What follows belongs to an exercise in optimizing a design on an open flow for small area, a short achievable clock period and few clock cycles; a production flow would make more cautious choices. Power is estimated from default activity; no workload was simulated.

## run A
==> flow/design.v <==
module L1_cache
(
	input clk,
	input rst,
	input [31:0] mem_address, mem_wdata,
	input logic mem_read, mem_write,
	input [3:0] mem_byte_enable,
	output [31:0] mem_rdata,
	output logic mem_resp,
	input logic pmem_resp,
	input [255:0] pmem_rdata,
	output pmem_read, pmem_write,
	output logic [31:0] pmem_address,
	output [255:0] pmem_wdata
);
logic [255:0] line;
logic [26:0] tag;
logic valid, dirty;
logic [7:0] wsel;      
logic [3:0] wbe;       
logic [31:0] rdata_q;  
logic [3:0] s, o;
wire req     = mem_read | mem_write;
wire cidle   = ~(s[3] | s[1] | s[0]);
wire hit     = valid & (tag == mem_address[31:5]);
wire st_done = s[1] & (|wbe);       
function automatic logic [3:0] next(input logic [3:0] q, input logic rq,
	input logic ht, input logic dn, input logic pr);
	logic rd, wr, rs, pd, cidle, miss, rd_start;
	{rd, wr, rs, pd} = q;
	cidle = ~(rd | rs | pd);
	miss = cidle & rq & ~ht;
	rd_start = (miss & ~dn) | (pd & wr & pr);
	next[3] = rd ? ~pr : rd_start;
	next[2] = wr ? ~pr : (~rd & dn);
	next[1] = (cidle & rq & ht) | (rd & pr);
	next[0] = pd ? ~(wr & pr) : (miss & dn);
endfunction
wire dirty_n = st_done | (dirty & ~(s[2] & pmem_resp));
always_ff @(posedge clk) begin
	if (rst) begin
		s <= 4'b0;
		o <= 4'b0;
		valid <= 1'b0;
		dirty <= 1'b0;
	end else begin
		s <= next(s, req, hit, dirty_n, pmem_resp);
		o <= next(o, req, hit, dirty_n, pmem_resp);
		dirty <= dirty_n;
		if (s[3] & pmem_resp) valid <= 1'b1;
		else if (cidle & ~req & ~dirty_n) valid <= 1'b0;
	end
end
assign pmem_read    = o[3];
assign pmem_write   = o[2];
assign mem_resp     = o[1];
assign pmem_address = {tag, 5'b0};
assign pmem_wdata   = line;
assign mem_rdata    = rdata_q;
always_ff @(posedge clk) begin
	if (cidle) begin
		for (int w = 0; w < 8; w++)
			wsel[w] <= (mem_address[4:2] == 3'(w));
		wbe <= mem_write ? mem_byte_enable : 4'b0;
	end
	if ((cidle & ~dirty_n) | (s[0] & s[2] & pmem_resp))
		tag <= mem_address[31:5];
end
logic [255:0] line_d;
always_comb begin
	for (int k = 0; k < 32; k++) begin
		logic m, f, h;
		m = wsel[k / 4] & wbe[k % 4] & (s[3] | s[1]);
		f = s[3] & ~m;
		h = ~s[3] & ~m;
		line_d[8*k +: 8] = ({8{m}} & mem_wdata[8*(k%4) +: 8])
		                 | ({8{f}} & pmem_rdata[8*k +: 8])
		                 | ({8{h}} & line[8*k +: 8]);
	end
end
always_ff @(posedge clk)
	line <= line_d;
logic [7:0] rsel;
logic [31:0] rdata_d;
always_comb begin
	for (int w = 0; w < 8; w++)
		rsel[w] = cidle ? (mem_address[4:2] == 3'(w)) : wsel[w];
	rdata_d = '0;
	for (int w = 0; w < 8; w++)
		rdata_d = rdata_d | ({32{rsel[w]}} & line_d[32*w +: 32]);
end
always_ff @(posedge clk)
	rdata_q <= rdata_d;
endmodule
clock: 10.0 ns
lec_check: 0
abc_area: 1
cap_margin: 20
core_area: 4 4 226 226
die_area: 0 0 230 230
place_density: 0.6
slew_margin: 20
standard.sh (not shown) runs the stock make flow with config.mk's settings and CLKGATE_MAP_FILE= SYNTH_SCRIPT=/design/flow/synth_recipe.tcl, a recipe that flattens the netlist after the stock synthesis.
==> flow/flow/run.sh <==
#!/bin/bash
# Standard layout, with plain buffers on the ports, a clock tree without
# dummy loads and timing repair aimed at a larger setup margin. The whole
# ORFS output goes to standard_flow.log.
set -euo pipefail
bash standard.sh "BUFFER_PORTS_ARGS=-buffer_cell sky130_fd_sc_hd__buf_1" \
  "CTS_ARGS=-sink_clustering_enable -repair_clock_nets -dont_use_dummy_load -buf_list sky130_fd_sc_hd__clkbuf_8 -root_buf sky130_fd_sc_hd__clkbuf_16" \
  SETUP_SLACK_MARGIN=7.0 finish > standard_flow.log 2>&1
--- input diff run A..run B ---
-- flow/flow/run.sh --
<<< run A, line 7
  "CTS_ARGS=-sink_clustering_enable -repair_clock_nets -dont_use_dummy_load -buf_list sky130_fd_sc_hd__clkbuf_8 -root_buf sky130_fd_sc_hd__clkbuf_16" \
  SETUP_SLACK_MARGIN=7.0 finish > standard_flow.log 2>&1
>>> run B, line 7
  "CTS_ARGS=-sink_clustering_enable -repair_clock_nets -dont_use_dummy_load" \
  SETUP_SLACK_MARGIN=6.9 finish > standard_flow.log 2>&1
Results
Between run A and run B, the share of the cycle needed by the critical path after routing does not differ in any meaningful way.
Run B vs run A: multi-input combinational area share up
Cmp run B vs run A: setup slack higher in run B
Reported for run B and run A, xor and xnor fraction of the mapped netlist area turned out identical to the last digit.
Run B ends up with a static leakage that is about 10% lower than in run A.
Synthesis-to-finish area growth delta for run B relative to run A: 15 points lower
--- input diff run B..run C ---
-- flow/flow/run.sh --
<<< run B, line 7
  "CTS_ARGS=-sink_clustering_enable -repair_clock_nets -dont_use_dummy_load" \
  SETUP_SLACK_MARGIN=6.9 finish > standard_flow.log 2>&1
>>> run C, line 7
  "CTS_ARGS=-sink_clustering_enable -repair_clock_nets -dont_use_dummy_load -buf_list sky130_fd_sc_hd__clkbuf_8 -root_buf sky130_fd_sc_hd__clkbuf_16 -sink_clustering_size 16 -sink_clustering_max_diameter 60" \
  SETUP_SLACK_MARGIN=6.85 finish > standard_flow.log 2>&1
==> comparison <==
Higher global-route usage was reported by run B, not run C. The slew at the pin closest to its max-slew limit of run C exceeds that of run B by 0.0060 ns. Relative to run B, ratio of cells with drive above 1 in the final layout has gone down in run C. The run with more setup slack is run B; run C has less. On worst hold slack, run B loses to run C. Run B → run C: total number of sequential cells flat; area growth from synthesis to layout -6.6 points; detailed-route vias per instance down 0.84%.
Setup changes, run C to run D
-- flow/flow/run.sh --
<<< run C, line 7
  "CTS_ARGS=-sink_clustering_enable -repair_clock_nets -dont_use_dummy_load -buf_list sky130_fd_sc_hd__clkbuf_8 -root_buf sky130_fd_sc_hd__clkbuf_16 -sink_clustering_size 16 -sink_clustering_max_diameter 60" \
  SETUP_SLACK_MARGIN=6.85 finish > standard_flow.log 2>&1
>>> run D, line 7
  "CTS_ARGS=-sink_clustering_enable -repair_clock_nets -dont_use_dummy_load -buf_list sky130_fd_sc_hd__clkbuf_16 -root_buf sky130_fd_sc_hd__clkbuf_16 -sink_clustering_size 24 -sink_clustering_max_diameter 120 -distance_between_buffers 400" \
  SETUP_SLACK_MARGIN=6.9 finish > standard_flow.log 2>&1
Results
- Total power: run D above run C
- Having completed the whole flow, run D delivered a layout that passed the timing, design-rule and antenna checks.
- In summary, run C completed successfully, with a layout that passed the timing, design-rule and antenna checks.
- Changes observed in run D relative to run C: share of the cycle needed by the critical path after routing lost 0.52 points; total of hold buffers inserted after clock tree synthesis neither gained nor lost much; layout buffer count excluding clock buffers picked up an extra 24; cell-internal power picked up an extra about 3%.
- In run D, the global-route usage came out 0.18 points below the value in run C.
- Comparing run C with run D, the wire length on met1 came out essentially unchanged.
- Final non-filler cell area of run D exceeds that of run C by a few percent.
No run of this note included a check of the RTL's function; only the layout flow was run.

[what the ideal ports hide]
The results above use ideal ports. As a check the final layouts listed here were re-extracted and re-timed, cells and wires unchanged.
Step 1 (the two cells are an assumption about what drives the block):
set clk [get_ports {clk}]
set_driving_cell -lib_cell sky130_fd_sc_hd__clkbuf_16 $clk
set_driving_cell -lib_cell sky130_fd_sc_hd__buf_2 [delete_from_list [all_inputs] $clk]
Step 2 times the ports against the registers' clock, not the clock port: input delays grow and output delays shrink by t, the midpoint of the rising clock arrivals with the driver on.
Slacks: ideal / step 1 / step 2; pairs: ideal / step 1.
| run | shift t [ns] | setup WS [ns] | worst data-port slew with drivers (ns) |
|---|---|---|---|
| run A | 0.582 | 6.883 / 6.824 / 6.344 | 0.11 |
| run B | 0.587 | 6.887 / 6.830 / 6.317 | 0.12 |
| run C | 0.564 | 6.834 / 6.814 / 6.252 | 0.11 |
| run D | 0.577 | 6.886 / 6.829 / 6.402 | 0.12 |
After both steps setup and hold are still met in every run listed. For run C, which loses most, drivers alone change the setup slack by -0.020 ns; drivers and shift together by -0.582 ns.
